Optimization exercise on an open flow, not production practice.
RTL: at most simulated, not proved equivalent.
Clock network not from TritonCTS: every run shown here.
The clock port is an ideal driver here.
Power: default activity.

[flow/flow/run.sh]
#!/bin/bash
# Own layout flow: the standard flow (standard.sh) with the standard synthesis
# unchanged, small port buffers, and (flow/skew.tcl, run after clock tree synthesis)
# a separate delayed clock branch for the internal pipeline register.
# Each step writes its full output to its own log file here.
set -euo pipefail
here=$(pwd)
extra=()
while IFS= read -r line; do
  [[ -z "$line" || "$line" == \#* ]] && continue
  extra+=("${line//@HERE@/$here}")
done < flow/extra.txt
bash standard.sh synth > "$here/synth.log" 2>&1
bash standard.sh "${extra[@]}" floorplan > "$here/floorplan.log" 2>&1
bash standard.sh "${extra[@]}" place > "$here/place.log" 2>&1
bash standard.sh "${extra[@]}" cts > "$here/cts.log" 2>&1
bash standard.sh "${extra[@]}" route > "$here/route.log" 2>&1
bash standard.sh "${extra[@]}" finish > "$here/finish.log" 2>&1
[flow/flow/extra.txt]
# make variables for the layout steps (one per line; @HERE@ is the work folder)
BUFFER_PORTS_ARGS=-buffer_cell sky130_fd_sc_hd__buf_1
MATCH_CELL_FOOTPRINT=0
POST_CTS_TCL=@HERE@/flow/skew.tcl
SKEW_PATTERN=r2_*
SKEW_CLOCK_PORT=clk
SKEW_DRIVER=sky130_fd_sc_hd__clkbuf_16
SKEW_CANDIDATES=none sky130_fd_sc_hd__clkbuf_1 sky130_fd_sc_hd__clkbuf_2 sky130_fd_sc_hd__clkdlybuf4s15_1 sky130_fd_sc_hd__clkdlybuf4s18_1 sky130_fd_sc_hd__clkdlybuf4s25_1 sky130_fd_sc_hd__clkdlybuf4s50_1 sky130_fd_sc_hd__clkdlybuf4s50_1+sky130_fd_sc_hd__clkbuf_1 sky130_fd_sc_hd__clkdlybuf4s50_1+sky130_fd_sc_hd__clkbuf_2 sky130_fd_sc_hd__clkdlybuf4s50_1+sky130_fd_sc_hd__clkdlybuf4s15_1 sky130_fd_sc_hd__clkdlybuf4s50_1+sky130_fd_sc_hd__clkdlybuf4s18_1 sky130_fd_sc_hd__clkdlybuf4s50_1+sky130_fd_sc_hd__clkdlybuf4s25_1 sky130_fd_sc_hd__clkdlybuf4s50_1+sky130_fd_sc_hd__clkdlybuf4s50_1
SKEW_HOLD_MARGIN=0.05
SKEW_MAIN_DRIVER=sky130_fd_sc_hd__clkbuf_16
[flow/flow/skew.tcl]
# POST_CTS hook: runs flow/skew_body.tcl at global scope (see that file).
uplevel #0 [list source [file join [file dirname [info script]] skew_body.tcl]]
[flow/flow/skew_body.tcl]
# POST_CTS hook: give the internal pipeline register (cells matching SKEW_PATTERN)
# its own clock branch, a buffer chain from the clock port whose delay balances
# the register-to-register paths into and out of it. The registers that face
# the ports stay on the standard clock tree. Hold is repaired afterwards.
set pattern $::env(SKEW_PATTERN)
set block [ord::get_db_block]
set db [ord::get_db]
set_propagated_clock [all_clocks]

set flops {}
foreach inst [$block getInsts] {
  if {[string match $pattern [$inst getName]] && [$inst findITerm CLK] ne "NULL"} { lappend flops $inst }
}
puts "SKEW: [llength $flops] registers match $pattern"
set clk_net [[$block findBTerm $::env(SKEW_CLOCK_PORT)] getNet]

# centroid of the skewed registers
set sx 0; set sy 0
foreach f $flops { lassign [$f getLocation] x y; set sx [expr {$sx + $x}]; set sy [expr {$sy + $y}] }
set cx [expr {int($sx / [llength $flops])}]
set cy [expr {int($sy / [llength $flops])}]

# move the registers to a new net
set old_nets {}
set skew_net [odb::dbNet_create $block skew_clk_leaf]
$skew_net setSigType CLOCK
foreach f $flops {
  set it [$f findITerm CLK]
  set n [$it getNet]
  if {$n ne "NULL"} { lappend old_nets $n }
  $it disconnect
  $it connect $skew_net
}

set chain {}
set chain_nets {}
proc build_chain {cells} {
  global block db chain chain_nets clk_net skew_net cx cy
  foreach i $chain { odb::dbInst_destroy $i }
  foreach n $chain_nets { odb::dbNet_destroy $n }
  set chain {}; set chain_nets {}
  set prev $clk_net
  set k 0
  set ncell [llength $cells]
  foreach c $cells {
    incr k
    set inst [odb::dbInst_create $block [$db findMaster $c] skew_clk_buf_$k]
    $inst setLocation [expr {$cx + 2000 * $k}] $cy
    $inst setPlacementStatus PLACED
    [$inst findITerm A] connect $prev
    if {$k == $ncell} {
      set out $skew_net
    } else {
      set out [odb::dbNet_create $block skew_clk_n$k]
      $out setSigType CLOCK
      lappend chain_nets $out
    }
    [$inst findITerm X] connect $out
    lappend chain $inst
    set prev $out
  }
}

# remove clock tree buffers left without loads
proc prune_tree {} {
  global block
  set again 1
  while {$again} {
    set again 0
    foreach inst [$block getInsts] {
      set m [[$inst getMaster] getName]
      if {![string match *clkbuf* $m] && ![string match *clkinv* $m] && ![string match *bufinv* $m] && ![string match *inv_* $m]} { continue }
      if {![string match clk* [$inst getName]]} { continue }
      set out [$inst findITerm X]
      if {$out eq "NULL"} { set out [$inst findITerm Y] }
      if {$out eq "NULL"} { continue }
      set n [$out getNet]
      if {$n eq "NULL" || [llength [$n getITerms]] <= 1 && [llength [$n getBTerms]] == 0} {
        puts "SKEW: removing unloaded clock cell [$inst getName]"
        odb::dbInst_destroy $inst
        if {$n ne "NULL"} { odb::dbNet_destroy $n }
        set again 1
      }
    }
  }
}
# optionally replace the rest of the tree by one buffer from the port (small designs)
if {[info exists ::env(SKEW_MAIN_DRIVER)] && $::env(SKEW_MAIN_DRIVER) ne ""} {
  set main {}
  foreach inst [$block getInsts] {
    if {[lsearch -exact $flops $inst] >= 0} { continue }
    set it [$inst findITerm CLK]
    if {$it eq "NULL" || ![[$inst getMaster] isSequential]} { continue }
    lappend main $inst
  }
  set mx 0; set my 0
  foreach f $main { lassign [$f getLocation] x y; set mx [expr {$mx + $x}]; set my [expr {$my + $y}] }
  set mx [expr {int($mx / [llength $main])}]
  set my [expr {int($my / [llength $main])}]
  set main_net [odb::dbNet_create $block main_clk_leaf]
  $main_net setSigType CLOCK
  foreach f $main {
    set it [$f findITerm CLK]
    $it disconnect
    $it connect $main_net
  }
  set mb [odb::dbInst_create $block [$db findMaster $::env(SKEW_MAIN_DRIVER)] main_clk_buf]
  $mb setLocation $mx $my
  $mb setPlacementStatus PLACED
  [$mb findITerm A] connect $clk_net
  [$mb findITerm X] connect $main_net
  puts "SKEW: [llength $main] other registers on one $::env(SKEW_MAIN_DRIVER)"
}
prune_tree

# optional drive-strength changes, "pattern=master" pairs in SKEW_RESIZE
if {[info exists ::env(SKEW_RESIZE)]} {
  foreach pair $::env(SKEW_RESIZE) {
    lassign [split $pair =] pat master
    foreach inst [$block getInsts] {
      if {[string match $pat [$inst getName]]} {
        $inst swapMaster [$db findMaster $master]
      }
    }
    puts "SKEW: resized $pat to $master"
  }
}

set best ""
set best_ws -1e9
set drv $::env(SKEW_DRIVER)
foreach cand $::env(SKEW_CANDIDATES) {
  set cells [concat [split $cand +] $drv]
  if {$cand eq "none"} { set cells $drv }
  build_chain $cells
  estimate_parasitics -placement
  set ws [worst_slack -max]
  puts "SKEW: chain $cells worst setup slack $ws"
  if {$ws > $best_ws + 0.005} { set best_ws $ws; set best $cells }
}
puts "SKEW: chosen chain $best ($best_ws)"
build_chain $best
detailed_placement
estimate_parasitics -placement
puts "SKEW: after placement: setup [worst_slack -max] hold [worst_slack -min]"
repair_timing -hold -hold_margin $::env(SKEW_HOLD_MARGIN) -verbose
detailed_placement
check_placement -verbose
estimate_parasitics -placement
puts "SKEW: final: setup [worst_slack -max] hold [worst_slack -min]"
[flow/standard.sh]
#!/bin/bash
# synth_recipe.tcl (not shown) runs the flow's synth.tcl, then flattens the netlist and writes it again
# the make line also repeats each setting of config.mk as NAME=value (left out here)
make -C /OpenROAD-flow-scripts/flow DESIGN_CONFIG=/design/flow/config.mk WORK_HOME=/design/flow/orfs CLKGATE_MAP_FILE= SYNTH_SCRIPT=/design/flow/synth_recipe.tcl "${@:-finish}"
[flow/config.mk]
export PLATFORM = sky130hd
export DESIGN_NAME = multiplier
export DESIGN_NICKNAME = multiplier
export VERILOG_FILES = /design/flow/design.v
export SDC_FILE = /design/flow/constraint.sdc
export NUM_CORES = 4
export LEC_CHECK = 0
export CAP_MARGIN = 20
export CORE_MARGIN = 2
export CORE_UTILIZATION = 40
export SLEW_MARGIN = 20
export SYNTH_HIERARCHICAL = 1
[flow/constraint.sdc]
create_clock -name core_clock -period 4.0 [get_ports {clk}]
set_input_delay 0.8000 -clock core_clock [delete_from_list [all_inputs] [get_ports {clk}]]
set_output_delay 0.8000 -clock core_clock [all_outputs]
set_load 0.01 [all_outputs]
[flow/design.v]
module fa(input a, input b, input ci, output s, output co);
  assign s = a ^ b ^ ci;
  assign co = (a & b) | (a & ci) | (b & ci);
endmodule
module or2m(input a, input b, output y);
  assign y = a | b;
endmodule
module nor2m(input a, input b, output y);
  assign y = ~(a | b);
endmodule
module gcell(input gh, input ph, input gl, output g);
  assign g = gh | (ph & gl);
endmodule
module pcell(input ph, input pl, output p);
  assign p = ph & pl;
endmodule
module multiplier(clk, INPUT_A, INPUT_B, RES);
  input clk;
  input [7:0] INPUT_A, INPUT_B;
  output reg [15:0] RES;
  reg [7:0] a_r, b_r;
  reg r2_p0;
  reg r2_p1;
  reg r2_p2;
  reg r2_p3;
  reg r2_p4;
  reg r2_p5;
  reg r2_cin;
  reg r2_g6;
  reg r2_q6;
  reg r2_g7;
  reg r2_q7;
  reg r2_g8;
  reg r2_q8;
  reg r2_g9;
  reg r2_q9;
  reg r2_g10;
  reg r2_q10;
  reg r2_g11;
  reg r2_q11;
  reg r2_g12;
  reg r2_q12;
  reg r2_g13;
  reg r2_q13;
  reg r2_g14;
  reg r2_q14;
  wire [15:0] prod;
  wire pp1;
  wire pp2;
  wire pp3;
  wire pp4;
  wire pp5;
  wire pp6;
  wire pp7;
  wire pp8;
  wire pp9;
  wire pp10;
  wire pp11;
  wire pp12;
  wire pp13;
  wire pp14;
  wire pp15;
  wire pp16;
  wire pp17;
  wire pp18;
  wire pp19;
  wire pp20;
  wire pp21;
  wire pp22;
  wire pp23;
  wire pp24;
  wire pp25;
  wire pp26;
  wire pp27;
  wire pp28;
  wire pp29;
  wire pp30;
  wire pp31;
  wire pp32;
  wire pp33;
  wire pp34;
  wire pp35;
  wire pp36;
  wire pp37;
  wire pp38;
  wire pp39;
  wire pp40;
  wire pp41;
  wire pp42;
  wire pp43;
  wire pp44;
  wire pp45;
  wire pp46;
  wire pp47;
  wire pp48;
  wire pp49;
  wire pp50;
  wire pp51;
  wire pp52;
  wire pp53;
  wire pp54;
  wire pp55;
  wire pp56;
  wire pp57;
  wire pp58;
  wire pp59;
  wire pp60;
  wire pp61;
  wire pp62;
  wire pp63;
  wire pp64;
  wire s65;
  wire c66;
  wire s67;
  wire c68;
  wire s69;
  wire c70;
  wire s71;
  wire c72;
  wire s73;
  wire c74;
  wire s75;
  wire c76;
  wire s77;
  wire c78;
  wire s79;
  wire c80;
  wire s81;
  wire c82;
  wire s83;
  wire c84;
  wire s85;
  wire c86;
  wire s87;
  wire c88;
  wire s89;
  wire c90;
  wire s91;
  wire c92;
  wire s93;
  wire c94;
  wire s95;
  wire c96;
  wire s97;
  wire c98;
  wire s99;
  wire c100;
  wire s101;
  wire c102;
  wire s103;
  wire c104;
  wire s105;
  wire c106;
  wire s107;
  wire c108;
  wire s109;
  wire c110;
  wire s111;
  wire c112;
  wire s113;
  wire c114;
  wire s115;
  wire c116;
  wire s117;
  wire c118;
  wire s119;
  wire c120;
  wire s121;
  wire c122;
  wire s123;
  wire c124;
  wire s125;
  wire c126;
  wire s127;
  wire c128;
  wire s129;
  wire c130;
  wire s131;
  wire c132;
  wire s133;
  wire c134;
  wire s135;
  wire c136;
  wire s137;
  wire c138;
  wire s139;
  wire c140;
  wire s141;
  wire c142;
  wire s143;
  wire c144;
  wire s145;
  wire c146;
  wire s147;
  wire c148;
  wire s149;
  wire c150;
  wire s151;
  wire c152;
  wire s153;
  wire c154;
  wire s155;
  wire c156;
  wire s157;
  wire c158;
  wire g159;
  wire p160;
  wire g161;
  wire p162;
  wire g163;
  wire p164;
  wire g165;
  wire p166;
  wire g167;
  wire p168;
  wire g169;
  wire p170;
  wire g171;
  wire p172;
  wire g173;
  wire p174;
  wire g175;
  wire p176;
  wire G1_177;
  wire G1_179;
  wire P1_180;
  wire G1_181;
  wire P1_182;
  wire G1_183;
  wire P1_184;
  wire G1_185;
  wire P1_186;
  wire G2_187;
  wire G2_189;
  wire P2_190;
  wire G3_191;
  wire G7_193;
  wire G7_195;
  wire G8_197;
  wire G8_199;
  wire G8_201;
  wire G8_203;
  always @(posedge clk) begin
    a_r <= INPUT_A;
    b_r <= INPUT_B;
    r2_p0 <= ~pp1;
    r2_p1 <= s149;
    r2_p2 <= s151;
    r2_p3 <= s153;
    r2_p4 <= s155;
    r2_p5 <= s157;
    r2_cin <= c158;
    r2_g6 <= g159;
    r2_q6 <= p160;
    r2_g7 <= g161;
    r2_q7 <= p162;
    r2_g8 <= g163;
    r2_q8 <= p164;
    r2_g9 <= g165;
    r2_q9 <= p166;
    r2_g10 <= g167;
    r2_q10 <= p168;
    r2_g11 <= g169;
    r2_q11 <= p170;
    r2_g12 <= g171;
    r2_q12 <= p172;
    r2_g13 <= g173;
    r2_q13 <= p174;
    r2_g14 <= g175;
    r2_q14 <= p176;
    RES <= prod;
  end
  assign pp1 = ~(a_r[0] & b_r[0]);
  assign pp2 = ~(a_r[0] & b_r[1]);
  assign pp3 = ~(a_r[0] & b_r[2]);
  assign pp4 = ~(a_r[0] & b_r[3]);
  assign pp5 = ~(a_r[0] & b_r[4]);
  assign pp6 = ~(a_r[0] & b_r[5]);
  assign pp7 = ~(a_r[0] & b_r[6]);
  assign pp8 = ~(a_r[0] & b_r[7]);
  assign pp9 = ~(a_r[1] & b_r[0]);
  assign pp10 = ~(a_r[1] & b_r[1]);
  assign pp11 = ~(a_r[1] & b_r[2]);
  assign pp12 = ~(a_r[1] & b_r[3]);
  assign pp13 = ~(a_r[1] & b_r[4]);
  assign pp14 = ~(a_r[1] & b_r[5]);
  assign pp15 = ~(a_r[1] & b_r[6]);
  assign pp16 = ~(a_r[1] & b_r[7]);
  assign pp17 = ~(a_r[2] & b_r[0]);
  assign pp18 = ~(a_r[2] & b_r[1]);
  assign pp19 = ~(a_r[2] & b_r[2]);
  assign pp20 = ~(a_r[2] & b_r[3]);
  assign pp21 = ~(a_r[2] & b_r[4]);
  assign pp22 = ~(a_r[2] & b_r[5]);
  assign pp23 = ~(a_r[2] & b_r[6]);
  assign pp24 = ~(a_r[2] & b_r[7]);
  assign pp25 = ~(a_r[3] & b_r[0]);
  assign pp26 = ~(a_r[3] & b_r[1]);
  assign pp27 = ~(a_r[3] & b_r[2]);
  assign pp28 = ~(a_r[3] & b_r[3]);
  assign pp29 = ~(a_r[3] & b_r[4]);
  assign pp30 = ~(a_r[3] & b_r[5]);
  assign pp31 = ~(a_r[3] & b_r[6]);
  assign pp32 = ~(a_r[3] & b_r[7]);
  assign pp33 = ~(a_r[4] & b_r[0]);
  assign pp34 = ~(a_r[4] & b_r[1]);
  assign pp35 = ~(a_r[4] & b_r[2]);
  assign pp36 = ~(a_r[4] & b_r[3]);
  assign pp37 = ~(a_r[4] & b_r[4]);
  assign pp38 = ~(a_r[4] & b_r[5]);
  assign pp39 = ~(a_r[4] & b_r[6]);
  assign pp40 = ~(a_r[4] & b_r[7]);
  assign pp41 = ~(a_r[5] & b_r[0]);
  assign pp42 = ~(a_r[5] & b_r[1]);
  assign pp43 = ~(a_r[5] & b_r[2]);
  assign pp44 = ~(a_r[5] & b_r[3]);
  assign pp45 = ~(a_r[5] & b_r[4]);
  assign pp46 = ~(a_r[5] & b_r[5]);
  assign pp47 = ~(a_r[5] & b_r[6]);
  assign pp48 = ~(a_r[5] & b_r[7]);
  assign pp49 = ~(a_r[6] & b_r[0]);
  assign pp50 = ~(a_r[6] & b_r[1]);
  assign pp51 = ~(a_r[6] & b_r[2]);
  assign pp52 = ~(a_r[6] & b_r[3]);
  assign pp53 = ~(a_r[6] & b_r[4]);
  assign pp54 = ~(a_r[6] & b_r[5]);
  assign pp55 = ~(a_r[6] & b_r[6]);
  assign pp56 = ~(a_r[6] & b_r[7]);
  assign pp57 = ~(a_r[7] & b_r[0]);
  assign pp58 = ~(a_r[7] & b_r[1]);
  assign pp59 = ~(a_r[7] & b_r[2]);
  assign pp60 = ~(a_r[7] & b_r[3]);
  assign pp61 = ~(a_r[7] & b_r[4]);
  assign pp62 = ~(a_r[7] & b_r[5]);
  assign pp63 = ~(a_r[7] & b_r[6]);
  assign pp64 = ~(a_r[7] & b_r[7]);
  assign s65 = ~(pp7 ^ pp14);
  or2m u_orc66 (.a(pp7), .b(pp14), .y(c66));
  fa u_fa1 (.a(pp8), .b(pp15), .ci(pp22), .s(s67), .co(c68));
  assign s69 = ~(pp29 ^ pp36);
  or2m u_orc70 (.a(pp29), .b(pp36), .y(c70));
  fa u_fa2 (.a(pp16), .b(pp23), .ci(pp30), .s(s71), .co(c72));
  assign s73 = ~(pp37 ^ pp44);
  or2m u_orc74 (.a(pp37), .b(pp44), .y(c74));
  fa u_fa3 (.a(pp24), .b(pp31), .ci(pp38), .s(s75), .co(c76));
  assign s77 = ~(pp5 ^ pp12);
  or2m u_orc78 (.a(pp5), .b(pp12), .y(c78));
  fa u_fa4 (.a(pp6), .b(pp13), .ci(pp20), .s(s79), .co(c80));
  assign s81 = ~(pp27 ^ pp34);
  or2m u_orc82 (.a(pp27), .b(pp34), .y(c82));
  fa u_fa5 (.a(pp21), .b(pp28), .ci(pp35), .s(s83), .co(c84));
  fa u_fa6 (.a(pp42), .b(pp49), .ci(s65), .s(s85), .co(c86));
  fa u_fa7 (.a(pp43), .b(pp50), .ci(pp57), .s(s87), .co(c88));
  fa u_fa8 (.a(c66), .b(s69), .ci(s67), .s(s89), .co(c90));
  fa u_fa9 (.a(pp51), .b(pp58), .ci(c70), .s(s91), .co(c92));
  fa u_fa10 (.a(s73), .b(c68), .ci(s71), .s(s93), .co(c94));
  fa u_fa11 (.a(pp45), .b(pp52), .ci(pp59), .s(s95), .co(c96));
  fa u_fa12 (.a(c74), .b(c72), .ci(s75), .s(s97), .co(c98));
  fa u_fa13 (.a(pp32), .b(pp39), .ci(pp46), .s(s99), .co(c100));
  fa u_fa14 (.a(pp53), .b(pp60), .ci(c76), .s(s101), .co(c102));
  fa u_fa15 (.a(pp40), .b(pp47), .ci(pp54), .s(s103), .co(c104));
  assign s105 = ~(pp4 ^ pp11);
  or2m u_orc106 (.a(pp4), .b(pp11), .y(c106));
  fa u_fa16 (.a(pp19), .b(pp26), .ci(pp33), .s(s107), .co(c108));
  fa u_fa17 (.a(pp41), .b(c78), .ci(s81), .s(s109), .co(c110));
  fa u_fa18 (.a(c82), .b(c80), .ci(s83), .s(s111), .co(c112));
  fa u_fa19 (.a(c84), .b(s87), .ci(c86), .s(s113), .co(c114));
  fa u_fa20 (.a(c88), .b(s91), .ci(c90), .s(s115), .co(c116));
  fa u_fa21 (.a(s95), .b(c92), .ci(c94), .s(s117), .co(c118));
  fa u_fa22 (.a(c96), .b(s99), .ci(s101), .s(s119), .co(c120));
  fa u_fa23 (.a(pp61), .b(c100), .ci(s103), .s(s121), .co(c122));
  fa u_fa24 (.a(pp48), .b(pp55), .ci(pp62), .s(s123), .co(c124));
  assign s125 = ~(pp3 ^ pp10);
  or2m u_orc126 (.a(pp3), .b(pp10), .y(c126));
  fa u_fa25 (.a(pp18), .b(pp25), .ci(s105), .s(s127), .co(c128));
  fa u_fa26 (.a(c106), .b(s77), .ci(s107), .s(s129), .co(c130));
  fa u_fa27 (.a(c108), .b(s79), .ci(s109), .s(s131), .co(c132));
  fa u_fa28 (.a(c110), .b(s85), .ci(s111), .s(s133), .co(c134));
  fa u_fa29 (.a(c112), .b(s89), .ci(s113), .s(s135), .co(c136));
  fa u_fa30 (.a(s93), .b(c114), .ci(s115), .s(s137), .co(c138));
  fa u_fa31 (.a(s97), .b(c116), .ci(s117), .s(s139), .co(c140));
  fa u_fa32 (.a(c98), .b(s119), .ci(c118), .s(s141), .co(c142));
  fa u_fa33 (.a(c102), .b(s121), .ci(c120), .s(s143), .co(c144));
  fa u_fa34 (.a(c104), .b(s123), .ci(c122), .s(s145), .co(c146));
  fa u_fa35 (.a(pp56), .b(pp63), .ci(c124), .s(s147), .co(c148));
  assign s149 = ~pp2 ^ ~pp9;
  assign c150 = ~pp2 & ~pp9;
  assign s151 = ~pp17 ^ ~s125 ^ c150;
  assign c152 = (~pp17 & ~s125) | (~pp17 & c150) | (~s125 & c150);
  assign s153 = ~s127 ^ ~c126 ^ c152;
  assign c154 = (~s127 & ~c126) | (~s127 & c152) | (~c126 & c152);
  assign s155 = ~s129 ^ ~c128 ^ c154;
  assign c156 = (~s129 & ~c128) | (~s129 & c154) | (~c128 & c154);
  assign s157 = ~s131 ^ ~c130 ^ c156;
  assign c158 = (~s131 & ~c130) | (~s131 & c156) | (~c130 & c156);
  nor2m u_norg159 (.a(s133), .b(c132), .y(g159));
  assign p160 = s133 ^ c132;
  nor2m u_norg161 (.a(s135), .b(c134), .y(g161));
  assign p162 = s135 ^ c134;
  nor2m u_norg163 (.a(s137), .b(c136), .y(g163));
  assign p164 = s137 ^ c136;
  nor2m u_norg165 (.a(s139), .b(c138), .y(g165));
  assign p166 = s139 ^ c138;
  nor2m u_norg167 (.a(s141), .b(c140), .y(g167));
  assign p168 = s141 ^ c140;
  nor2m u_norg169 (.a(s143), .b(c142), .y(g169));
  assign p170 = s143 ^ c142;
  nor2m u_norg171 (.a(s145), .b(c144), .y(g171));
  assign p172 = s145 ^ c144;
  nor2m u_norg173 (.a(s147), .b(c146), .y(g173));
  assign p174 = s147 ^ c146;
  nor2m u_norg175 (.a(pp64), .b(c148), .y(g175));
  assign p176 = pp64 ^ c148;
  assign prod[0] = r2_p0;
  assign prod[1] = r2_p1;
  assign prod[2] = r2_p2;
  assign prod[3] = r2_p3;
  assign prod[4] = r2_p4;
  assign prod[5] = r2_p5;
  gcell u_G1_177 (.gh(r2_g6), .ph(r2_q6), .gl(r2_cin), .g(G1_177));
  gcell u_G1_179 (.gh(r2_g8), .ph(r2_q8), .gl(r2_g7), .g(G1_179));
  pcell u_P1_180 (.ph(r2_q8), .pl(r2_q7), .p(P1_180));
  gcell u_G1_181 (.gh(r2_g10), .ph(r2_q10), .gl(r2_g9), .g(G1_181));
  pcell u_P1_182 (.ph(r2_q10), .pl(r2_q9), .p(P1_182));
  gcell u_G1_183 (.gh(r2_g12), .ph(r2_q12), .gl(r2_g11), .g(G1_183));
  pcell u_P1_184 (.ph(r2_q12), .pl(r2_q11), .p(P1_184));
  gcell u_G1_185 (.gh(r2_g14), .ph(r2_q14), .gl(r2_g13), .g(G1_185));
  pcell u_P1_186 (.ph(r2_q14), .pl(r2_q13), .p(P1_186));
  gcell u_G2_187 (.gh(G1_179), .ph(P1_180), .gl(G1_177), .g(G2_187));
  gcell u_G2_189 (.gh(G1_183), .ph(P1_184), .gl(G1_181), .g(G2_189));
  pcell u_P2_190 (.ph(P1_184), .pl(P1_182), .p(P2_190));
  gcell u_G3_191 (.gh(G2_189), .ph(P2_190), .gl(G2_187), .g(G3_191));
  gcell u_G7_193 (.gh(G1_181), .ph(P1_182), .gl(G2_187), .g(G7_193));
  gcell u_G7_195 (.gh(G1_185), .ph(P1_186), .gl(G3_191), .g(G7_195));
  gcell u_G8_197 (.gh(r2_g7), .ph(r2_q7), .gl(G1_177), .g(G8_197));
  gcell u_G8_199 (.gh(r2_g9), .ph(r2_q9), .gl(G2_187), .g(G8_199));
  gcell u_G8_201 (.gh(r2_g11), .ph(r2_q11), .gl(G7_193), .g(G8_201));
  gcell u_G8_203 (.gh(r2_g13), .ph(r2_q13), .gl(G3_191), .g(G8_203));
  assign prod[6] = r2_q6 ^ r2_cin;
  assign prod[7] = r2_q7 ^ G1_177;
  assign prod[8] = r2_q8 ^ G8_197;
  assign prod[9] = r2_q9 ^ G2_187;
  assign prod[10] = r2_q10 ^ G8_199;
  assign prod[11] = r2_q11 ^ G7_193;
  assign prod[12] = r2_q12 ^ G8_201;
  assign prod[13] = r2_q13 ^ G3_191;
  assign prod[14] = r2_q14 ^ G8_203;
  assign prod[15] = 1'b0 ^ G7_195;
endmodule
==> impl_results.md, run 1 <==
- Delay-heaviest family, CP: compound AO/OA/AOI/OAI gates
- F_max: a little under 500 MHz
- WL/cell: roughly 12 um
- Hold Path Class: flop to flop
- Iter 0 DRT Violations: 43
- Max FFs per register: 16
- Core Area: ~6500 um2
- Crit share post-route: 52.07%
- Post-route non-filler standard cell count: 345
- Max_cap viols: 0
- Post-DP HPWL: 3275 um
- Area delta synth->final: 9.907%
- Crit-path cells: a21o_1 -> a21o_1 -> a21o_1 -> a21o_1 -> xor2_1
- Port bufs: 32
- Peak VDD IR: 0.2292 mV
- Power Dens Cells: 526.3 nW/um2
- Netlist cell types: 13
- Total GRT Usage: about an eighth
- Synth Area per Inst: 11.26 um2
- Most frequent cell on the critical path: a21o_1
- Slew HR: 78.73%
- Worst setup path startpoint: r2_q6$_DFF_P_
- Fillers: 632
- CTS sink count: 57
- Final setup viols: 0
- Most frequent cell after synthesis: nand2_1
- Number of synthesized register bits: 57
- Die H: 86.20 um
- Slew @ Worst Pin: about 0.32 ns
- Worst reg2reg path endpoint: RES[14]$_DFF_P_
- Clock slew at reported path FFs: 0.12 ns
- Critical path required time: around 4 ns
- Initial antenna violation count: 0
- Drt drc: 0
- Status: finished clean
- Post-synth ARST share: 0%
- Number of enable flip-flop cells after synthesis: 0
- Rows: 29
- Synth top cells by count: 60 x nand2_1, 57 x dfxtp_1, 39 x fa_1, 19 x xor2_1, 14 x a21o_1
- Shortest period the worst path allows: 2.083 ns
- Critical path class: flop to flop
- Synth top area share: 42.22%
- Post-DR vias/cell: approximately 4.7
- Fin. Hold Viols: 0
- Top Registers: RES (16), a_r (8), b_r (8)
- Clk_skew: 0.6930 ns
- Vias in the first global route: 1,750
- CP arrival: 2.16 ns
- Synth area leaders: dfxtp_1 42%, fa_1 29%, nand2_1 8.3%
- Register area share after synthesis: a little over two fifths
- Top FF cell, synth: dfxtp_1
- Crit. End Element: flop
- Clock Latency Late Sink: 0.86 ns
- Leak: 1.247 nW
- Final nets: ~330
- Die Wd: 86.20 um
- Reg with most FFs: RES
- Worst R2R Path Depth: 5
- Top Ports: 33
- Critical Path Fanout Max: 4
- Setup TNS: 0 ns
- Critical Path Stages: 5
- Total congestion overflow: 0
- Pre-antenna DRT Iters: 4
- CP Buf/Inv Count: 0
- Setup crit end: RES[14]$_DFF_P_
- Net count after synthesis: 297
- Die area: 7430 um2
- Syn Std Cell Area: between 2000 and 3000 um2
- Area leader, netlist: dfxtp_1
- Yosys warnings: 7
- Pins Over Slew Limit: 0
- Slowest CP cell: dfxtp_1
- Largest net degree at the start of global routing: 33
- Crit-path max cell delay: 0.33 ns
- First-pass GRT wire length: 7631 um
- Initial core utilization: 41.84%
- WHS Path Cells: 2
- Layout cells sized above 1: 0.7463%
- Final WL: 4180 um
- Worst r2r src: r2_q6$_DFF_P_
- Post-DRT Antenna Nets: 0
- Cell count after synthesis: 240
- Total number of vias: roughly 1,600
- Placed cell count: 337
- Gpl congestion: 0.8893
- Antenna diodes: 0
- RSZ-0062 raised after global routing: false
- Crit path launch type: flop
- R2r setup slk: 1.92 ns
[Yosys stat by module, one instance, submodules excluded]
module	cell area (um2)	copies in the design	cells inside
or2m	6.256	7	1
nor2m	3.754	9	1
gcell	7.507	14	1
fa	20.02	35	1
pcell	6.256	5	1
multiplier	1788	1	170
[worst min path at each step]
stage	from	endpoint	slack [ns]
finish	a_r[1]$_DFF_P_	r2_p1$_DFF_P_	0.11
global route	a_r[1]$_DFF_P_	r2_p1$_DFF_P_	0.16
detailed placement	r2_p3$_DFF_P_	RES[3]$_DFF_P_	0.31
global placement	r2_p3$_DFF_P_	RES[3]$_DFF_P_	0.31
floorplan	r2_p0$_DFF_P_	RES[0]$_DFF_P_	0.31
[cell families after synthesis]
kind of cell               synth area share (%)
AOI/OAI and AO/OA                         3.889
xor gates and xnor gates                  8.102
and+or+nand+nor                           13.29
DFF                                       42.22
adders and majority gates                 29.35
buffers and inverters                     3.148
[stage by stage]
step                      util (%)  instance area (um2)  total power [mW]  hold WS, ns  setup WS [ns]
after floorplan                  -                 2703             1.194       0.3096          1.378
after global routing         45.99                 2970             1.700       0.1649          1.828
final                        45.99                 2970             1.563       0.1086          1.917
after detailed placement     44.29                 2860             1.315       0.3121          1.264
after global placement       44.29                 2860             1.305       0.3100          1.296
[area by class of cell]
cell class | instances | area (um2) | share of cell area (%)
buffer | 4 | 70.07 | 2.359
inverter | 7 | 26.28 | 0.8846
multi-input combinational | 164 | 1476 | 49.71
sequential | 57 | 1141 | 38.42
tap | 77 | 96.34 | 3.243
timing repair buffer | 36 | 160.2 | 5.392
[power by group]
group / switching [mW] / internal, mW
registers: 0.0758 / 0.731
clock network: 0.154 / 0.121
logic: 0.247 / 0.236
total: 0.476 / 1.09
[layout by cell type, fill, tap and decap left out]
cell / count
a21o_1: 14
and2_1: 9
buf_1: 32
clkbuf_16: 2
clkdlybuf4s15_1: 1
clkdlybuf4s50_1: 1
dfxtp_1: 57
dlygate4sd3_1: 4
fa_1: 39
ha_1: 1
inv_1: 7
nand2_1: 60
nor2_1: 9
or2_1: 7
xnor2_1: 6
xor2_1: 19
[metal layers]
metal | vias up | track usage [%] | share of wire (%)
met5 | - | 0 | 0
met4 | 0 | 2.983 | 0.81
met3 | 3 | 1.714 | 3.7
met2 | 34 | 23.96 | 53
met1 | 799 | 15.92 | 42
li1 | 775 | - | -
[worst min-delay path, stage by stage, from the launching register on]
cell and delay [ns]:
dfxtp_1 0.49, and2_1 0.17, ha_1 0.11
==> inputs of run 2 (changes only) <==
--- a/flow/flow/extra.txt
+++ b/flow/flow/extra.txt
@@ -8,3 +8,4 @@
 SKEW_CANDIDATES=none sky130_fd_sc_hd__clkbuf_1 sky130_fd_sc_hd__clkbuf_2 sky130_fd_sc_hd__clkdlybuf4s15_1 sky130_fd_sc_hd__clkdlybuf4s18_1 sky130_fd_sc_hd__clkdlybuf4s25_1 sky130_fd_sc_hd__clkdlybuf4s50_1 sky130_fd_sc_hd__clkdlybuf4s50_1+sky130_fd_sc_hd__clkbuf_1 sky130_fd_sc_hd__clkdlybuf4s50_1+sky130_fd_sc_hd__clkbuf_2 sky130_fd_sc_hd__clkdlybuf4s50_1+sky130_fd_sc_hd__clkdlybuf4s15_1 sky130_fd_sc_hd__clkdlybuf4s50_1+sky130_fd_sc_hd__clkdlybuf4s18_1 sky130_fd_sc_hd__clkdlybuf4s50_1+sky130_fd_sc_hd__clkdlybuf4s25_1 sky130_fd_sc_hd__clkdlybuf4s50_1+sky130_fd_sc_hd__clkdlybuf4s50_1
 SKEW_HOLD_MARGIN=0.05
 SKEW_MAIN_DRIVER=sky130_fd_sc_hd__clkbuf_16
+SKEW_RESIZE=a_r*=sky130_fd_sc_hd__dfxtp_2 b_r*=sky130_fd_sc_hd__dfxtp_2
==> run 2 against run 1 <==
  * Flip-flop and latch count unchanged
  * Still clean
  * Final cell count unchanged
  * Register-to-register slack improved by 0.04 ns
  * Maximum frequency increased by 1.8%
  * Power decreased by 0.31%
  * Clock skew decreased by 0.083 ns
==> impl_results.md, run 2 <==
- Synth top cells by count: 60 x nand2_1, 57 x dfxtp_1, 39 x fa_1, 19 x xor2_1, 14 x a21o_1
- Final setup viols: 0
- Initial antenna violation count: 0
- Max FFs per register: 16
- Synth top area share: 42.22%
- Area leader, netlist: dfxtp_1
- Post-DRT Antenna Nets: 0
- R2r setup slk: slightly below 2 ns
- Fin. Hold Viols: 0
- Setup TNS: 0 ns
- Port bufs: 32
- Net count after synthesis: 297
- Yosys warnings: 7
- Hold slack: between 0.09 and 0.1 ns
- Top FF cell, synth: dfxtp_1
- Max_cap viols: 0
- Post-DR vias/cell: about 4.7
- Fin util: 46.20%
- Shortest period the worst path allows: 2.046 ns
- Top Registers: RES (16), a_r (8), b_r (8)
- Final WL: 4179 um
- Crit share post-route: 51.15%
- Post-synth ARST share: 0%
- Area after DPL: 2860 um2
- Initial core utilization: 41.84%
- Status: finished clean
- F_max: 488.8 MHz
- Reg with most FFs: RES
- Total number of vias: 1,614
- Post-DP HPWL: 3275 um
- Critical path required time: 4.68 ns
- Pins Over Slew Limit: 0
- Hold Path Class: flop to flop
- Setup WS pre-CTS: 1.264 ns
- Number of enable flip-flop cells after synthesis: 0
- Rows: 29
- Leak: approximately 1.2 nW
- Die Wd: 86.20 um
- Most frequent cell after synthesis: nand2_1
- Power Dens Cells: 522.3 nW/um2
- Netlist cell types: 13
- Layout cells sized above 1: 6.716%
- WHS Path Cells: 2
- Cell count after synthesis: 240
- Critical Path Fanout Max: 8
- First-pass GRT wire length: 7617 um
- Register area share after synthesis: ~42%
- Critical path class: flop to flop
- Fillers: about 620
- Iter 0 DRT Violations: 39
- Clock slew at reported path FFs: between 0.1 and 0.15 ns
- RSZ-0062 raised after global routing: false
- Gpl congestion: 0.8893
- Number of synthesized register bits: 57
- Total congestion overflow: 0
- Antenna diodes: 0
- Clk_skew: 0.6105 ns
- Clock Latency Late Sink: 0.78 ns
- Die H: 86.20 um
- Area delta synth->final: 10.42%
- Crit path launch type: flop
- Core Area: 6459 um2
- Setup ws final: 1.954 ns
- Multi-input gate area: 1476 um2
- Die area: about 7400 um2
- Post-route cell area: roughly 3000 um2
- Register area: 1161 um2
- Slew @ Worst Pin: 0.2107 ns
- Peak VDD IR: 0.2310 mV
- Syn Std Cell Area: 2703 um2
- Drt drc: 0
- CP arrival: about 2.7 ns
- Worst R2R Path Depth: 6
- Slew HR: 85.85%
- Vias in the first global route: 1,738
- Most common cell after layout, fill and taps aside: nand2_1
- Top Ports: 33
- Most frequent cells in the layout: 60 x nand2_1, 41 x dfxtp_1, 39 x fa_1
- Final nets: roughly 330
- Synth Area per Inst: around 11 um2
- Crit. End Element: flop
- Pre-antenna DRT Iters: 4
- CTS sink count: 57
- Synth area leaders: dfxtp_1 42%, fa_1 29%, nand2_1 8.3%
- Largest net degree at the start of global routing: 33
- WL/cell: ~12 um
- Total GRT Usage: 12.88%
-- run 2: cell count changes in the layout (fill, tap and decap cells not counted) --
| cell | previous run | this run |
|---|---|---|
| dfxtp_1 | 57 | 41 |
| clkbuf_1 | 0 | 1 |
| clkdlybuf4s15_1 | 1 | 0 |
| dfxtp_2 | 0 | 16 |
-- run 2: path summary, 6_finish.rpt --
| path | from | end |
|---|---|---|
| max | b_r[7]$_DFF_P_ | r2_q10$_DFF_P_ |
| min | a_r[1]$_DFF_P_ | r2_p1$_DFF_P_ |
| max reg2reg | b_r[7]$_DFF_P_ | r2_q10$_DFF_P_ |
| min reg2reg | a_r[1]$_DFF_P_ | r2_p1$_DFF_P_ |
-- run 2: area by class of cell --
| type | instances | share of cell area (%) |
|---|---|---|
| inverters | 7 | 0.8805 |
| well taps | 77 | 3.229 |
| flip-flops and latches | 57 | 38.91 |
| plain buffers | 4 | 2.138 |
| multi-input cells | 164 | 49.48 |
| repair buffers | 36 | 5.367 |
-- run 2: kinds of logic after synthesis --
kind of cell / synth area share (%)
AO/OA/AOI/OAI: 3.889
XOR/XNOR: 8.102
adder cells (fa/ha/maj): 29.35
buffers and inverters: 3.148
flip-flops: 42.22
AND/OR/NAND/NOR: 13.29
-- run 2: power breakdown --
group | internal [mW] | switching, mW
Sequential | 0.732 | 0.0759
Clock | 0.113 | 0.154
Combinational | 0.236 | 0.247
-- run 2: worst max-delay path: stages, from the launching register on --
cell and delay, ns:
dfxtp_2 0.42, nand2_1 0.10, fa_1 0.45, fa_1 0.51
fa_1 0.43, fa_1 0.50, xor2_1 0.15
-- run 2: metrics by stage --
stage / total power, mW / std cells
after floorplan: 1.194 / 240
after global routing: 1.693 / 345
after global placement: 1.305 / 337
final: 1.559 / 345
after detailed placement: 1.315 / 337
-- run 2: per-layer routing --
| metal | GRT usage, % | wire (um) |
|---|---|---|
| met5 | 0 | 0 |
| met4 | 2.841 | 34 |
| met3 | 1.714 | 138 |
| met2 | 24.03 | 2234 |
| met1 | 15.85 | 1770 |
-- run 2: per-module statistics from Yosys (local to each module, per instance) --
module      flops+latches  times used  cell area [um2]  cells inside
or2m                    0           7            6.256             1
nor2m                   0           9            3.754             1
multiplier             57           1             1788           170
pcell                   0           5            6.256             1
gcell                   0          14            7.507             1
fa                      0          35            20.02             1
==> inputs of run 3 (changes only) <==
--- a/flow/flow/skew_body.tcl
+++ b/flow/flow/skew_body.tcl
@@ -126,20 +126,55 @@
   }
 }
 
-set best ""
-set best_ws -1e9
+proc choose_chain {} {
+  global best best_ws drv
+  set best ""
+  set best_ws -1e9
+  foreach cand $::env(SKEW_CANDIDATES) {
+    set cells [concat [split $cand +] $drv]
+    if {$cand eq "none"} { set cells $drv }
+    build_chain $cells
+    estimate_parasitics -placement
+    set ws [worst_slack -max]
+    puts "SKEW: chain $cells worst setup slack $ws"
+    if {$ws > $best_ws + 0.005} { set best_ws $ws; set best $cells }
+  }
+  puts "SKEW: chosen chain $best ($best_ws)"
+  build_chain $best
+  estimate_parasitics -placement
+}
 set drv $::env(SKEW_DRIVER)
-foreach cand $::env(SKEW_CANDIDATES) {
-  set cells [concat [split $cand +] $drv]
-  if {$cand eq "none"} { set cells $drv }
-  build_chain $cells
+choose_chain
+if {[info exists ::env(SKEW_SETUP_PUSH)] && $::env(SKEW_SETUP_PUSH) > 0} {
+  set ws [worst_slack -max]
+  repair_timing -setup -setup_margin [expr {$ws + $::env(SKEW_SETUP_PUSH)}] -skip_pin_swap -skip_gate_cloning -skip_buffering -verbose
   estimate_parasitics -placement
-  set ws [worst_slack -max]
-  puts "SKEW: chain $cells worst setup slack $ws"
-  if {$ws > $best_ws + 0.005} { set best_ws $ws; set best $cells }
+  puts "SKEW: after setup push: [worst_slack -max]"
+  choose_chain
 }
-puts "SKEW: chosen chain $best ($best_ws)"
 build_chain $best
+estimate_parasitics -placement
+# registers of the skewed group whose own paths do not need the delay, but whose
+# hold it would break, go back to the main branch
+if {[info exists main_net]} {
+  foreach f $flops {
+    set pin [get_pins "[$f getName]/D"]
+    set hp [find_timing_paths -to $pin -path_delay min]
+    if {[llength $hp] == 0} { continue }
+    set hs [get_property [lindex $hp 0] slack]
+    if {$hs >= 0.05} { continue }
+    set it [$f findITerm CLK]
+    $it disconnect; $it connect $main_net
+    estimate_parasitics -placement
+    set ws [worst_slack -max]
+    if {$ws < $best_ws - 0.01} {
+      $it disconnect; $it connect $skew_net
+      estimate_parasitics -placement
+    } else {
+      puts "SKEW: [$f getName] (hold slack $hs) back on the main branch, setup $ws"
+    }
+  }
+}
 detailed_placement
 estimate_parasitics -placement
 puts "SKEW: after placement: setup [worst_slack -max] hold [worst_slack -min]"
==> run 3 against run 2 <==
  * Still clean on timing, DRC and antenna
  * Cell area stayed put
  * Global-route usage about the same
  * Hold slack better by 0.0032 ns
  * Via count about the same
  * Flip-flop and latch count did not move
  * Die area is the same
  * Sequential share of layout area is the same
  * Combinational power hardly changed
  * Clock skew is 0.0026 ns lower
  * Final cell count unchanged
==> impl_results.md, run 3 <==
- Placed cell count: 337
- Total number of vias: 1,615
- WHS Path Cells: 2
- RSZ-0062 raised after global routing: false
- Power Dens Cells: 522.0 nW/um2
- Top Registers: RES (16), a_r (8), b_r (8)
- Leak: 1.244 nW
- Setup TNS: 0 ns
- Hold Path End: r2_p1$_DFF_P_
- Crit. End Element: flop
- Most frequent cells in the layout: 60 x nand2_1, 41 x dfxtp_1, 39 x fa_1
- Port bufs: 32
- Fin. Hold Viols: 0
- Largest net degree at the start of global routing: 34
- Core Area: approximately 6500 um2
- Die H: 86.20 um
- CP arrival: 2.73 ns
- Clock network power share: 17.1%
- Cell count after synthesis: 240
- Vias in the first global route: 1,723
- CTS sink count: 57
- Slew @ Worst Pin: 0.2107 ns
- Reg with most FFs: RES
- Worst R2R Path Depth: 6
- Critical path class: flop to flop
- Clk_skew: 0.6078 ns
- Crit share post-route: 51.24%
- Slew HR: 85.85%
- Initial antenna violation count: 0
- First-pass GRT wire length: 7638 um
- Synth Area per Inst: 11.26 um2
- Drt drc: 0
- Antenna diodes: 0
- Pre-antenna DRT Iters: 4
- Critical path required time: 4.68 ns
- Clock Latency Late Sink: 0.78 ns
- Clock slew at reported path FFs: 0.12 ns
- Area delta synth->final: 10.42%
- Hold path startpoint: a_r[1]$_DFF_P_
- Layout cells sized above 1: under 10%
- Post-DR vias/cell: 4.681
- Area leader, netlist: dfxtp_1
- Crit path launch type: flop
- Post-DP HPWL: 3275 um
- Final nets: 327
- Top FF cell, synth: dfxtp_1
- Pins Over Slew Limit: 0
- Status: finished clean
- Synth area leaders: dfxtp_1 42%, fa_1 29%, nand2_1 8.3%
- Synth top cells by count: 60 x nand2_1, 57 x dfxtp_1, 39 x fa_1, 19 x xor2_1, 14 x a21o_1
- Switching power: around 0.48 mW
- Max_cap viols: 0
- Netlist cell types: 13
- Post-synth ARST share: 0%
- Yosys warnings: 7
- Final WL: 4190 um
- Number of enable flip-flop cells after synthesis: 0
- Synth top area share: 42.22%
- Sequential share of power: ~52%
- Peak VDD IR: 0.2327 mV
- Switching Fraction: 30.58%
- Most frequent cell after synthesis: nand2_1
- Total congestion overflow: 0
- Worst reg2reg path endpoint: r2_q10$_DFF_P_
- Post-route non-filler standard cell count: 345
- Fin util: 46.20%
- Post-DRT Antenna Nets: 0
- Top Ports: 33
- Number of synthesized register bits: 57
- WL/cell: 12.14 um
- Syn Std Cell Area: 2703 um2
- Final setup viols: 0
- F_max: between 400 and 500 MHz
- Die Wd: 86.20 um
- Hold Path Class: flop to flop
- Comb pwr share: between 30% and 40%
- Die area: around 7400 um2
- Iter 0 DRT Violations: 37
- Rows: 29
- Total GRT Usage: 12.90%
- Register area share after synthesis: 42.22%
- Worst r2r src: b_r[7]$_DFF_P_
- Shortest period the worst path allows: 2.049 ns
- Gpl congestion: 0.8893
- Cell Int Power: 1.081 mW
- Most common cell after layout, fill and taps aside: nand2_1
- Initial core utilization: between 40% and 50%
- R2r setup slk: 1.95 ns
- Critical Path Fanout Max: 8
- Net count after synthesis: 297
- Max FFs per register: 16
run 3: cell counts in the layout (fill, tap and decap cells not counted):
Identical to the previous run, type by type.
run 3: logic make-up (layout without fill, tap and decap cells):
group | Yosys count | after routing | synth area share [%]
AO/OA/AOI/OAI | 14 | 14 | 3.889
adder cells (fa/ha/maj) | 40 | 40 | 29.35
XOR/XNOR | 25 | 25 | 8.102
AND/OR/NAND/NOR | 85 | 85 | 13.29
flip-flops | 57 | 57 | 42.22
buffers and inverters | 19 | 47 | 3.148
run 3: final cells by class:
class / instances / area (um2)
inverter: 7 / 26.28
tap: 77 / 96.34
buffer: 4 / 63.81
fill: 624 / 3475
multi-input combinational: 164 / 1476
sequential: 57 / 1161
timing repair buffer: 36 / 160.2
run 3: how the worst max path moves through the flow:
stage,from,end,cells after the start,slack (ns)
final,b_r[7]$_DFF_P_,r2_q10$_DFF_P_,6,1.95
after global routing,b_r[7]$_DFF_P_,r2_q10$_DFF_P_,6,1.85
after detailed placement,b_r[7]$_DFF_P_,r2_q10$_DFF_P_,6,1.26
after global placement,a_r[3]$_DFF_P_,r2_q10$_DFF_P_,6,1.30
after floorplan,b_r[7]$_DFF_P_,r2_q10$_DFF_P_,7,1.38
run 3: critical path, stage by stage, from the launching register on:
cell and delay, ns:
dfxtp_2 0.42, nand2_1 0.10, fa_1 0.45, fa_1 0.51
fa_1 0.43, fa_1 0.50, xor2_1 0.15
run 3: modules after synthesis (local to each module, per instance):
module / times used / area (um2) / flops+latches
multiplier: 1 / 1788 / 57
fa: 35 / 20.02 / 0
gcell: 14 / 7.507 / 0
or2m: 7 / 6.256 / 0
pcell: 5 / 6.256 / 0
nor2m: 9 / 3.754 / 0
run 3: routing by layer:
metal / GRT usage, % / up-vias / routed length, um
met5: 0 / - / 0
met4: 2.841 / 0 / 34
met3: 1.714 / 3 / 138
met2: 23.89 / 30 / 2230
met1: 16.04 / 807 / 1787
li1: - / 775 / -
run 3: per-stage QoR:
step           total power [mW]  worst slack (ns)  hold slack [ns]  instance area [um2]
3_3_place_gp              1.305             1.296           0.3100                 2860
5_1_grt                   1.694             1.852           0.1550                 2984
6_report                  1.558             1.951          0.09770                 2984
2_1_floorplan             1.194             1.378           0.3096                 2703
3_5_place_dp              1.315             1.264           0.3121                 2860
run 3: power groups by stage:
stage / clock network [mW] / registers (mW) / logic, mW
2_1_floorplan: 0 / 0.834 / 0.359
3_3_place_gp: 0 / 0.821 / 0.484
3_5_place_dp: 0 / 0.823 / 0.492
5_1_grt: 0.305 / 0.830 / 0.559
6_report: 0.266 / 0.808 / 0.483
==> inputs of run 4 (changes only) <==
--- a/flow/flow/extra.txt
+++ b/flow/flow/extra.txt
@@ -9,3 +9,4 @@
 SKEW_HOLD_MARGIN=0.05
 SKEW_MAIN_DRIVER=sky130_fd_sc_hd__clkbuf_16
 SKEW_RESIZE=a_r*=sky130_fd_sc_hd__dfxtp_2 b_r*=sky130_fd_sc_hd__dfxtp_2
+SKEW_SETUP_PUSH=0.6
==> run 4 against run 3 <==
  * Cell area rose by 0.59%
  * Global-route usage fell by 0.15 points
  * Wire length fell by 0.69%
  * Synthesized area did not move
  * Still clean
==> impl_results.md, run 4 <==
- Status: finished clean
- First-pass GRT wire length: about 7500 um
- Final nets: 325
- Post-DP HPWL: 3275 um
- Register area: 1177 um2
- Critical path class: flop to flop
- Max_cap viols: 0
- CTS sink count: 57
- Fillers: 616
- CP arrival: approximately 2.7 ns
- Yosys warnings: 7
- Post-route cell area: 3002 um2
- Synth area leaders: dfxtp_1 42%, fa_1 29%, nand2_1 8.3%
- Met2 Routed Length: 2195 um
- Pwr Total: 1.559 mW
- Syn Std Cell Area: 2703 um2
- Worst setup path startpoint: a_r[3]$_DFF_P_
- Most frequent cell after synthesis: nand2_1
- Cell Int Power: 1.083 mW
- Area after DPL: about 2900 um2
- WL/cell: 12.13 um
- F_max: 500.7 MHz
- Post-synth ARST share: 0%
- Crit path launch type: flop
- Net count after synthesis: 297
- Top sig layer: met4
- Number of enable flip-flop cells after synthesis: 0
- Top Registers: RES (16), a_r (8), b_r (8)
- Rows: 29
- Setup TNS: 0 ns
- Top Ports: 33
- Slew @ Worst Pin: 0.2348 ns
- Most frequent cells in the layout: 57 x nand2_1, 40 x dfxtp_1, 34 x fa_1
- Vias in the first global route: 1,704
- RSZ-0062 raised after global routing: false
- WL met3: around 140 um
- Critical path required time: 4.72 ns
- Total GRT Usage: 12.75%
- Pins Over Slew Limit: 0
- Core Area: 6459 um2
- Die H: 86.20 um
- Switching Fraction: 30.53%
- Initial core utilization: 41.84%
- Cell count after synthesis: 240
- Final WL: 4161 um
- Port bufs: 32
- Area leader, netlist: dfxtp_1
- Antenna diodes: 0
- Netlist cell types: 13
- Most common cell after layout, fill and taps aside: nand2_1
- Synth Area per Inst: 11.26 um2
- Clock network power share: 17.0%
- Synth top area share: 42.22%
- Post-route non-filler standard cell count: around 340
- Multi-input gate area: ~1500 um2
- Switching power: 0.4759 mW
- Crit share post-route: 49.93%
- Placed cell count: ~340
- Hold slack: 0.07870 ns
- Shortest period the worst path allows: approximately 2.0 ns
- Die Wd: 86.20 um
- Sequential share of power: 51.9%
- Power Dens Cells: 519.3 nW/um2
- Reg with most FFs: RES
- WL met1: roughly 1800 um
- Clock slew at reported path FFs: 0.12 ns
- Total congestion overflow: 0
- Initial antenna violation count: 0
- Die area: 7430 um2
- Peak VDD IR: 0.2341 mV
- Worst r2r src: a_r[3]$_DFF_P_
- Largest net degree at the start of global routing: 35
- Crit. End Element: flop
- Hold path startpoint: a_r[1]$_DFF_P_
- Number of synthesized register bits: between 50 and 60
- Post-DR vias/cell: 4.700
- Iter 0 DRT Violations: 27
- Slew HR: 84.23%
- Register area share after synthesis: 42.22%
- Clk_skew: 0.6037 ns
- Post-DRT Antenna Nets: 0
- Max FFs per register: 16
- Critical Path Fanout Max: 8
- Comb pwr share: ~31%
- Hold Path Class: flop to flop
- Area delta synth->final: 11.06%
- Drt drc: 0
- Leak: 1.241 nW
- Final setup viols: 0
- Pre-antenna DRT Iters: 4
- Total number of vias: 1,612
- Fin. Hold Viols: 0
- Clock Latency Late Sink: 0.78 ns
- Gpl congestion: between 0.8 and 0.9
- Top FF cell, synth: dfxtp_1
- Layout cells sized above 1: a little over a tenth
- Synth top cells by count: 60 x nand2_1, 57 x dfxtp_1, 39 x fa_1, 19 x xor2_1, 14 x a21o_1
run 4: cell counts after synthesis:
No cell type changed its count.
run 4: through the flow:
stage               setup slack [ns]  utilization (%)
finish                         2.003            46.47
global route                   1.926            46.47
detailed placement             1.264            44.29
global placement               1.296            44.29
floorplan                      1.378                -
run 4: per-layer routing:
metal | global-route usage, % | up-vias
li1 | - | 774
met1 | 15.76 | 802
met2 | 23.75 | 34
met3 | 1.714 | 2
met4 | 2.699 | 0
met5 | 0 | -
run 4: critical path, stage by stage (launching register included):
cell     delay, ns
dfxtp_2       0.43
nand2_1       0.10
fa_2          0.37
fa_1          0.50
fa_1          0.44
fa_2          0.56
xor2_1        0.13
run 4: cell families (layout without fill, tap and decap cells):
family | count (synthesis) | after routing | share of synthesized area (%)
buffers and inverters | 19 | 45 | 3.148
flip-flops | 57 | 57 | 42.22
AND/OR/NAND/NOR | 85 | 85 | 13.29
adder cells (fa/ha/maj) | 40 | 40 | 29.35
XOR/XNOR | 25 | 25 | 8.102
AO/OA/AOI/OAI | 14 | 14 | 3.889
run 4: path summary, 6_finish.rpt:
kind | to | slack [ns] | cells after the start
max | r2_q10$_DFF_P_ | 2.00 | 6
min | r2_p1$_DFF_P_ | 0.08 | 2
max reg2reg | r2_q10$_DFF_P_ | 2.00 | 6
min reg2reg | r2_p1$_DFF_P_ | 0.08 | 2
run 4: power groups by stage:
stage               Combinational [mW]  Sequential (mW)  Clock [mW]
detailed placement               0.492            0.823           0
finish                           0.486            0.808       0.264
global placement                 0.484            0.821           0
floorplan                        0.359            0.834           0
global route                     0.564            0.830       0.303
run 4: area by class of cell:
cell class,count,area share [%]
Multi-Input combinational cell,164,49.85
Timing Repair Buffer,34,4.710
Buffer,4,2.126
Inverter,7,0.8754
Tap cell,77,3.210
Sequential cell,57,39.22
run 4: Yosys stat by module, one instance, submodules excluded:
module | flops+latches | copies in the design | cells
fa | 0 | 35 | 1
gcell | 0 | 14 | 1
multiplier | 57 | 1 | 170
nor2m | 0 | 9 | 1
or2m | 0 | 7 | 1
pcell | 0 | 5 | 1
==> inputs of run 5 (changes only) <==
--- a/flow/flow/extra.txt
+++ b/flow/flow/extra.txt
@@ -9,4 +9,4 @@
 SKEW_HOLD_MARGIN=0.05
 SKEW_MAIN_DRIVER=sky130_fd_sc_hd__clkbuf_16
 SKEW_RESIZE=a_r*=sky130_fd_sc_hd__dfxtp_2 b_r*=sky130_fd_sc_hd__dfxtp_2
-SKEW_SETUP_PUSH=0.6
+SKEW_SETUP_PUSH=0.3
--- a/flow/config.mk
+++ b/flow/config.mk
@@ -7,6 +7,7 @@
 export LEC_CHECK = 0
 export CAP_MARGIN = 20
 export CORE_MARGIN = 2
-export CORE_UTILIZATION = 40
+export CORE_UTILIZATION = 65
+export PLACE_DENSITY = 0.8
 export SLEW_MARGIN = 20
 export SYNTH_HIERARCHICAL = 1
==> run 5 against run 4 <==
  * Still clean
  * First-iteration DRC count increased by 7.4%
  * Clock skew increased by 0.075 ns
  * Largest cell class unchanged
  * Power increased by 1.6%
  * Die area decreased by 37%
  * Clock power increased by 3%
  * Critical endpoint is now RES[14]$_DFF_P_
  * Cell area decreased by 2.8%
  * Synthesized area unchanged
  * Maximum frequency decreased by 4.0%
==> impl_results.md, run 5 <==
- Status: finished clean
- Crit. End Element: flop
- Clock network power share: 17.1%
- Worst setup path startpoint: r2_q6$_DFF_P_
- Iter 0 DRT Violations: 29
- Pins Over Slew Limit: 0
- Clk_skew: 0.6786 ns
- Slew @ Worst Pin: 0.2576 ns
- Max FFs per register: 16
- Crit share post-route: 52.03%
- Setup crit end: RES[14]$_DFF_P_
- Fillers: around 260
- Fin. Hold Viols: 0
- Area leader, netlist: dfxtp_1
- Drt drc: 0
- Hold Path Class: flop to flop
- Reg with most FFs: RES
- Total congestion overflow: 0
- Delay-heaviest family, CP: compound AO/OA/AOI/OAI gates
- Crit path launch type: flop
- Antenna diodes: 0
- Post-synth ARST share: 0%
- Most common cell after layout, fill and taps aside: nand2_1
- Clock slew at reported path FFs: 0.13 ns
- Initial core utilization: 67.56%
- Most frequent cell after synthesis: nand2_1
- Post-DRT Antenna Nets: 0
- Comb pwr share: about a third
- Die Wd: roughly 70 um
- Die H: 68.48 um
- Layout cells sized above 1: 7.197%
- Net count after synthesis: 297
- Synth area leaders: dfxtp_1 42%, fa_1 29%, nand2_1 8.3%
- Top Ports: 33
- Top FF cell, synth: dfxtp_1
- Synth top cells by count: 60 x nand2_1, 57 x dfxtp_1, 39 x fa_1, 19 x xor2_1, 14 x a21o_1
- Top Registers: RES (16), a_r (8), b_r (8)
- Shortest period the worst path allows: roughly 2.1 ns
- Most frequent cells in the layout: 60 x nand2_1, 40 x dfxtp_1, 39 x fa_1
- Worst r2r src: r2_q6$_DFF_P_
- Total number of vias: 1,635
- RSZ-0062 raised after global routing: false
- First-pass GRT wire length: 7507 um
- Sequential share of power: 51.3%
- Pre-antenna DRT Iters: 4
- Max_cap viols: 0
- Leak: 1.230 nW
- Final WL: around 4400 um
- Cell count after synthesis: 240
- Area delta synth->final: 7.963%
- Register area share after synthesis: a little over two fifths
- Final setup viols: 0
- Worst reg2reg path endpoint: RES[14]$_DFF_P_
- R2r setup slk: 1.92 ns
- Switching Fraction: 31.15%
- Slew HR: 82.71%
- Syn Std Cell Area: 2703 um2
- Initial antenna violation count: 0
- Synth Area per Inst: 11.26 um2
- Synth top area share: 42.22%
- Worst R2R Path Depth: 5
- Power Dens Cells: 542.7 nW/um2
- Final nets: 323
- Peak VDD IR: ~0.29 mV
- Post-DP HPWL: 3256 um
- Total GRT Usage: between 20% and 30%
- Largest net degree at the start of global routing: 37
- CP Buf/Inv Count: 0
- Netlist cell types: 13
- Crit-path cells: a21o_1 -> a21o_1 -> a21o_1 -> a21o_1 -> xor2_1
- Switching power: 0.4932 mW
- Port bufs: 32
- Die area: roughly 4700 um2
- Setup TNS: 0 ns
- Number of synthesized register bits: 57
- Cell Int Power: around 1.1 mW
- Pwr Total: 1.583 mW
- Slowest CP cell: dfxtp_2
- Gpl congestion: 0.9486
- CP arrival: roughly 2.2 ns
- Rows: 23
- Crit-path max cell delay: 0.33 ns
- CTS sink count: 57
- Core Area: 4000 um2
- WL/cell: 13.97 um
- Multi-input gate area: roughly 1500 um2
- Critical path required time: 4.09 ns
- Critical path class: flop to flop
- Post-DR vias/cell: between 5 and 6
- Register area: 1162 um2
- Most frequent cell on the critical path: a21o_1
- F_max: approximately 480 MHz
- Critical Path Fanout Max: 4
- Critical Path Stages: 5
- Yosys warnings: 7
- Number of enable flip-flop cells after synthesis: 0
- Clock Latency Late Sink: 0.86 ns
- Vias in the first global route: 1,775
## run 5: cell counts after synthesis
No cell type changed its count.
## run 5: cell families (layout without fill, tap and decap cells)
kind of cell,Yosys count,count (layout),synth area share (%)
AO/OA/AOI/OAI,14,14,3.889
adder cells (fa/ha/maj),40,40,29.35
AND/OR/NAND/NOR,85,85,13.29
XOR/XNOR,25,25,8.102
flip-flops,57,57,42.22
buffers and inverters,19,43,3.148
## run 5: per-layer routing
metal	wire length [um]	global-route usage, %	vias to the layer above
met2	2321	40.75	55
met1	1755	25.69	801
li1	-	-	770
met3	220	2.961	9
met4	89	8.000	0
met5	0	0	-
## run 5: Yosys stat by module (local to each module, per instance)
module | cells | flops+latches | times used | cell area, um2
nor2m | 1 | 0 | 9 | 3.754
gcell | 1 | 0 | 14 | 7.507
pcell | 1 | 0 | 5 | 6.256
or2m | 1 | 0 | 7 | 6.256
multiplier | 170 | 57 | 1 | 1788
fa | 1 | 0 | 35 | 20.02
## run 5: worst min path at each step
stage | startpoint | endpoint | slack, ns | cells past startpoint
2_1_floorplan | r2_p0$_DFF_P_ | RES[0]$_DFF_P_ | 0.31 | 0
3_3_place_gp | r2_p2$_DFF_P_ | RES[2]$_DFF_P_ | 0.31 | 0
3_5_place_dp | r2_p0$_DFF_P_ | RES[0]$_DFF_P_ | 0.31 | 0
5_1_grt | a_r[2]$_DFF_P_ | r2_p2$_DFF_P_ | 0.11 | 2
6_report | b_r[6]$_DFF_P_ | r2_g13$_DFF_P_ | 0.10 | 3
## run 5: power groups by stage
stage                     logic, mW  clock network [mW]  registers (mW)
after detailed placement      0.501                   0           0.824
final                         0.500               0.271           0.812
after global routing          0.573               0.302           0.839
after floorplan               0.359                   0           0.834
after global placement        0.473                   0           0.818
## run 5: worst reg2reg max path, cell delays in order (launching register included)
cell and delay, ns:
dfxtp_2 0.33, a21o_1 0.21, a21o_1 0.21, a21o_1 0.23
a21o_1 0.18, xor2_1 0.15
## run 5: metrics by stage
| stage | setup slack (ns) | instances | hold slack [ns] | utilization [%] | area [um2] |
|---|---|---|---|---|---|
| global route | 1.835 | 314 | 0.1142 | 72.94 | 2918 |
| floorplan | 1.378 | 240 | 0.3096 | - | 2703 |
| global placement | 1.302 | 310 | 0.3095 | 70.66 | 2826 |
| detailed placement | 1.223 | 310 | 0.3121 | 70.66 | 2826 |
| finish | 1.919 | 314 | 0.1015 | 72.94 | 2918 |
## run 5: layout make-up
cell class	count	share of cell area, %
Buffer	4	2.401
Timing Repair Buffer	32	4.117
Multi-Input combinational cell	164	50.60
Sequential cell	57	39.84
Inverter	7	0.9005
Tap cell	50	2.144
==> inputs of run 6 (changes only) <==
--- a/flow/config.mk
+++ b/flow/config.mk
@@ -7,7 +7,6 @@
 export LEC_CHECK = 0
 export CAP_MARGIN = 20
 export CORE_MARGIN = 2
-export CORE_UTILIZATION = 65
-export PLACE_DENSITY = 0.8
+export CORE_UTILIZATION = 40
 export SLEW_MARGIN = 20
 export SYNTH_HIERARCHICAL = 1
==> run 6 against run 5 <==
  * Core utilization decreased by 26 points
  * Hold slack worse by 0.023 ns
  * Largest cell class unchanged
  * Flip-flop and latch count stayed put
  * Register-to-register slack better by 0.08 ns
==> impl_results.md, run 6 <==
- Status: finished clean
- Reg with most FFs: RES
- Final nets: 325
- Synth top area share: a little over two fifths
- Crit. End Element: flop
- Pwr Total: 1.558 mW
- Synth top cells by count: 60 x nand2_1, 57 x dfxtp_1, 39 x fa_1, 19 x xor2_1, 14 x a21o_1
- Total number of vias: 1,612
- Post-route cell area: 3000 um2
- Number of enable flip-flop cells after synthesis: 0
- Most frequent cells in the layout: 57 x nand2_1, 40 x dfxtp_1, 34 x fa_1
- Synth area leaders: dfxtp_1 42%, fa_1 29%, nand2_1 8.3%
- Setup TNS: 0 ns
- Total GRT Usage: 12.75%
- Initial core utilization: 41.84%
- Initial antenna violation count: 0
- Rows: 29
- Leak: between 1 and 1.5 nW
- Post-DP HPWL: 3275 um
- CP arrival: 2.71 ns
- Register area share after synthesis: 42.22%
- Crit share post-route: between 40% and 50%
- Net count after synthesis: about 300
- Layout cells sized above 1: around a tenth
- Antenna diodes: 0
- Vias in the first global route: between 1,500 and 2,000
- Drt drc: 0
- Most frequent cell after synthesis: nand2_1
- Post-synth ARST share: 0%
- Final WL: 4162 um
- Top Ports: 33
- RSZ-0062 raised after global routing: false
- Critical Path Fanout Max: 8
- Die Wd: about 86 um
- Total congestion overflow: 0
- Max FFs per register: 16
- Hold Path Class: flop to flop
- Area delta synth->final: 11.02%
- First-pass GRT wire length: 7541 um
- Power Dens Cells: 519.1 nW/um2
- Fin. Hold Viols: 0
- Clock slew at reported path FFs: approximately 0.12 ns
- Most common cell after layout, fill and taps aside: nand2_1
- Slew @ Worst Pin: 0.2348 ns
- Shortest period the worst path allows: 1.997 ns
- Crit path launch type: flop
- Die H: 86.20 um
- Yosys warnings: 7
- Fillers: 616
- Max_cap viols: 0
- WL/cell: about 12 um
- Die area: ~7400 um2
- Critical path required time: around 4.7 ns
- Pins Over Slew Limit: 0
- Netlist cell types: 13
- Peak VDD IR: 0.2342 mV
- Number of synthesized register bits: 57
- Cell count after synthesis: between 200 and 250
- Iter 0 DRT Violations: 27
- Slew HR: 84.23%
- Top FF cell, synth: dfxtp_1
- Largest net degree at the start of global routing: 35
- Post-DR vias/cell: 4.700
- Gpl congestion: 0.8893
- Area after DPL: approximately 2900 um2
- Final setup viols: 0
- Port bufs: 32
- Critical path class: flop to flop
- CTS sink count: 57
- Synth Area per Inst: approximately 11 um2
- Area leader, netlist: dfxtp_1
- Core Area: 6459 um2
- F_max: 500.7 MHz
- Clock Latency Late Sink: 0.78 ns
- Clk_skew: 0.6037 ns
- Post-DRT Antenna Nets: 0
- Syn Std Cell Area: 2703 um2
- Pre-antenna DRT Iters: 4
- Top Registers: RES (16), a_r (8), b_r (8)
run 6: cell counts after synthesis:
Identical to the previous run, type by type.
run 6: Yosys stat by module, one instance, submodules excluded:
module	cells inside	copies in the design	flip-flops and latches	area, um2
gcell	1	14	0	7.507
or2m	1	7	0	6.256
pcell	1	5	0	6.256
fa	1	35	0	20.02
multiplier	170	1	57	1788
nor2m	1	9	0	3.754
run 6: path summary, 6_finish.rpt:
| path | end | cells past startpoint | slack (ns) | from |
|---|---|---|---|---|
| hold / removal | r2_p1$_DFF_P_ | 2 | 0.08 | a_r[1]$_DFF_P_ |
| setup reg to reg | r2_q10$_DFF_P_ | 6 | 2.00 | a_r[3]$_DFF_P_ |
| hold reg to reg | r2_p1$_DFF_P_ | 2 | 0.08 | a_r[1]$_DFF_P_ |
| setup / recovery | r2_q10$_DFF_P_ | 6 | 2.00 | a_r[3]$_DFF_P_ |
run 6: logic make-up (layout without fill, tap and decap cells):
kind of cell,after synthesis,count (layout),share of synthesized area [%]
buf+inv,19,45,3.148
simple gates,85,85,13.29
xor+xnor,25,25,8.102
flops,57,57,42.22
compound gates,14,14,3.889
fa+ha+maj,40,40,29.35
run 6: per-layer routing:
layer,up-vias,global-route usage (%),routed length (um)
li1,774,-,-
met1,802,15.76,1796
met2,34,23.75,2195
met3,2,1.714,139
met4,0,2.699,29
met5,-,0,0
run 6: final cells by class:
cell class	instances	area, um2	area share [%]
Multi-Input combinational cell	164	1496	49.88
Inverter	7	26.28	0.8757
Sequential cell	57	1177	39.24
Tap cell	77	96.34	3.211
Timing Repair Buffer	34	140.1	4.671
Buffer	4	63.81	2.127
run 6: critical path: stages, from the launching register on:
cell and delay, ns:
dfxtp_2 0.43, nand2_1 0.10, fa_2 0.37, fa_1 0.50, fa_1 0.44, fa_2 0.56
xor2_1 0.13
run 6: stage by stage:
step	instances	hold slack (ns)	worst slack (ns)	utilization [%]
6_report	343	0.07872	2.003	46.45
5_1_grt	343	0.1319	1.926	46.45
3_5_place_dp	337	0.3121	1.264	44.29
3_3_place_gp	337	0.3100	1.296	44.29
2_1_floorplan	240	0.3096	1.378	-
run 6: report_power, final:
part           internal (mW)  leakage [nW]  switching, mW  total, mW
clock                  0.113        0.0297          0.151      0.264
combinational          0.237         0.728          0.247      0.485
sequential             0.731         0.480         0.0770      0.808
